Source: an optimization exercise on an open RTL-to-GDS flow (aim: small area). Production flows keep margins and buffers that such runs may drop.
The RTL was checked by simulation tests, not by an equivalence proof against the original design.
Power figures rest on the tool's default switching activity, not on a simulated workload.

==> flow/design.v (excerpt) <==
module b14 (clock, reset, addr, datai, datao, rd, wr);
input         clock;
input         reset;
output [31:0] addr;
input  [31:0] datai;
output [31:0] datao;
output        rd;
output        wr;
reg  [31:0] datao;
reg         rd;
reg         wr;
reg  [31:0] reg0, reg1, reg2, reg3;    
reg  [3:0]  vld;
reg         swp;                       
reg         B;
reg  [1:0]  d;
reg         state;                     
reg  [11:0] irf;                       
reg  [19:0] tail;                      
reg  [19:0] addr_lo;
reg         addr_hi;                   
assign addr = {{12{addr_hi}}, addr_lo};
wire fetch = ~state;
wire exec  = state;
wire        neg = datai[31];
wire [31:0] lo_nz;                     
assign lo_nz[0] = 1'b0;
wire [30:0] absd;
genvar gi;
generate for (gi = 0; gi < 31; gi = gi + 1) begin : g_abs
  assign lo_nz[gi+1] = lo_nz[gi] | datai[gi];
  assign absd[gi]    = datai[gi] ^ (neg & lo_nz[gi]);
end endgenerate
wire [1:0]  s    = irf[11:10];
wire [1:0]  mf   = irf[9:8];
wire [2:0]  df   = irf[7:5];
wire        cf   = irf[4];
wire [3:0]  ff   = irf[3:0];
wire [1:0]  rsel = s | {2{fetch}};
wire [1:0]  psel = {rsel[1], rsel[0] ^ (rsel[1] & swp)};
wire [3:0]  rs   = {psel == 2'd3, psel == 2'd2, psel == 2'd1, psel == 2'd0} & vld;
wire [31:0] r    = ({32{rs[0]}} & reg0) | ({32{rs[1]}} & reg1)
  ...
==> flow/config.mk <==
export PLATFORM = sky130hd
export DESIGN_NAME = b14
export DESIGN_NICKNAME = b14
export VERILOG_FILES = /design/flow/design.v
export SDC_FILE = /design/flow/constraint.sdc
export NUM_CORES = 4
export LEC_CHECK = 0
export CAP_MARGIN = 5
export CORE_MARGIN = 2
export CORE_UTILIZATION = 40
export GPL_TIMING_DRIVEN = 0
export SLEW_MARGIN = 5
==> flow/constraint.sdc <==
create_clock -name core_clock -period 11.0 [get_ports {clock}]
set_input_delay 2.2000 -clock core_clock [delete_from_list [all_inputs] [get_ports {clock}]]
set_output_delay 2.2000 -clock core_clock [all_outputs]
set_load 0.01 [all_outputs]
standard.sh (not shown) runs the stock make flow with config.mk's settings and CLKGATE_MAP_FILE= SYNTH_SCRIPT=/design/flow/synth_recipe.tcl, a recipe that flattens the netlist after the stock synthesis.
==> flow/flow/run.sh <==
#!/bin/bash
# The standard layout (standard.sh) with these changes:
#  - synthesis maps logic with an area-oriented ABC script (flow/area.abc);
#    registers, flattening and renaming are as in the standard flow's synthesis; the
#    small adder-tail modules (pfx11 pfx10 or11 orp10) are mapped on their
#    own, so that their structure follows the order the sum bits arrive in;
#  - port buffers are buf_1 instead of the default delay cells;
#  - a smaller clock tree: clkbuf_4 only, small sink clusters, no dummy loads.
set -euo pipefail
W=$PWD
export FLOW_WORK=$W
export AREA_ABC_SCRIPT=$W/flow/area.abc
bash standard.sh \
  SYNTH_SCRIPT=$W/flow/area_synth.tcl \
  SYNTH_KEEP_MODULES="pfx11 pfx10 or11 orp10" \
  BUFFER_PORTS_ARGS="-buffer_cell sky130_fd_sc_hd__buf_1" \
  CTS_ARGS="-sink_clustering_enable -repair_clock_nets -buf_list sky130_fd_sc_hd__clkbuf_4 -root_buf sky130_fd_sc_hd__clkbuf_8 -sink_clustering_size 10 -sink_clustering_max_diameter 45 -dont_use_dummy_load" \
  finish > flow_make.log 2>&1
==> flow/flow/area.abc <==
strash
dc2
&get -n
&deepsyn -T 30
&put
dch -f
amap
topo
==> flow/flow/area_synth.tcl <==
# The standard flow's synthesis (synth_recipe.tcl in the run's folder), with one change:
# ABC maps the logic with the area-oriented script flow/area.abc.
proc abc {args} {
  set i [lsearch -exact $args -script]
  if {$i >= 0} {
    set args [lreplace $args [expr {$i + 1}] [expr {$i + 1}] $::env(AREA_ABC_SCRIPT)]
  }
  yosys abc {*}$args
}
source $::env(FLOW_WORK)/synth_recipe.tcl
Rerun with:
Settings changed: CORE_UTILIZATION 40 to 65.
=> Total power drops by a few percent; clock power came out lower by roughly a tenth; maximum frequency shrinks by a few percent; critical path depth came out lower by 4; utilization climbs by 27 points.
Rerun with:
--- a/flow/flow/run.sh
+++ b/flow/flow/run.sh
@@ -15,4 +15,4 @@
   SYNTH_KEEP_MODULES="pfx11 pfx10 or11 orp10" \
   BUFFER_PORTS_ARGS="-buffer_cell sky130_fd_sc_hd__buf_1" \
-  CTS_ARGS="-sink_clustering_enable -repair_clock_nets -buf_list sky130_fd_sc_hd__clkbuf_4 -root_buf sky130_fd_sc_hd__clkbuf_8 -sink_clustering_size 10 -sink_clustering_max_diameter 45 -dont_use_dummy_load" \
+  CTS_ARGS="-sink_clustering_enable -repair_clock_nets -buf_list sky130_fd_sc_hd__clkbuf_4 -sink_clustering_size 8 -sink_clustering_max_diameter 40 -dont_use_dummy_load" \
   finish > flow_make.log 2>&1
Settings changed: CAP_MARGIN 5 to 20, CORE_UTILIZATION 65 to 40, SLEW_MARGIN 5 to 20.
=>
- setup slack improves by 35 ps
- power came out higher by a few percent
- count of clock-buffer cells in the layout climbs by 10
- cell count is higher by roughly a tenth
- hold slack improves by 4.4 ps
- routed wire length rose by roughly a tenth
- sequential power barely changes
- via count falls slightly
- register-to-register slack gains 30 ps
- non-clock buffer count grows by 7
Rerun with:
--- a/flow/flow/run.sh
+++ b/flow/flow/run.sh
@@ -15,4 +15,4 @@
   SYNTH_KEEP_MODULES="pfx11 pfx10 or11 orp10" \
   BUFFER_PORTS_ARGS="-buffer_cell sky130_fd_sc_hd__buf_1" \
-  CTS_ARGS="-sink_clustering_enable -repair_clock_nets -buf_list sky130_fd_sc_hd__clkbuf_4 -sink_clustering_size 8 -sink_clustering_max_diameter 40 -dont_use_dummy_load" \
+  CTS_ARGS="-sink_clustering_enable -repair_clock_nets -buf_list sky130_fd_sc_hd__clkbuf_4 -root_buf sky130_fd_sc_hd__clkbuf_8 -sink_clustering_size 10 -sink_clustering_max_diameter 45 -dont_use_dummy_load" \
   finish > flow_make.log 2>&1
==> flow/flow/area.abc (replaced) <==
strash
dc2
&get -n
&deepsyn -T 60
&put
dch -f
amap
topo
Settings changed: CAP_MARGIN 20 to 5, CORE_UTILIZATION 40 to 75, PLACE_DENSITY from default to 0.8, SLEW_MARGIN 20 to 5.
What happened:
- critical path depth is higher by 1
- area after synthesis is higher by 1.6%
- non-clock buffer count is lower by 3
- design area hardly moves
Rerun with:
==> flow/flow/area.abc (replaced) <==
strash
dc2
&get -n
&deepsyn -T 30
&put
dch -f
amap
topo
Sequential share of layout area increases by 1.5 points.
Setup slack gains 6.2 ps.
Wire length decreases by 3.3%.
Flip-flop and latch count does not change.
Combinational power increases by about 3%.
Die area decreases by 1.5%.
Via count decreases by 3.1%.
Rerun with:
Settings changed: CORE_UTILIZATION 75 to 85, PLACE_DENSITY 0.8 to 0.9.
Result: This time the run did not get past global routing with GRT-0232. Area after synthesis is unchanged. Synthesized cell count does not change.

[re-timing with driven ports]
How much do the figures lean on ideal ports? The routed layouts below were timed once more, with nothing changed but the port constraints.
Step 1, drivers: a clkbuf_16 drives clock and a buf_2 each remaining input, both assumed.
Step 2, shift: input delay + t, output delay - t, t = (earliest + latest rising clock arrival at the registers) / 2. This alone moves slack from input paths to output paths.
Three values: no drivers, after step 1, after step 2; two values: the first two.
run	t (ns)	slack for setup (ns)	clock arrival spread, ns	slew at the worst register clock pin (ns)	pins driven straight from the clock port
the first run	0.540	0.686 / 0.686 / 0.686	0.081 / 0.080	0.12 / 0.12	1
the second run	0.578	0.435 / 0.435 / 0.435	0.064 / 0.064	0.12 / 0.12	1
the third run	0.669	0.470 / 0.470 / 0.470	0.107 / 0.107	0.09 / 0.09	1
the fourth run	0.583	0.275 / 0.275 / 0.251	0.061 / 0.061	0.12 / 0.12	1
the fifth run	0.574	0.281 / 0.281 / 0.281	0.044 / 0.045	0.11 / 0.11	1
After both steps every run listed still meets setup and hold. The setup slack of the fourth run, which loses most, moves by 0.000 ns with the drivers and by -0.024 ns with both steps.
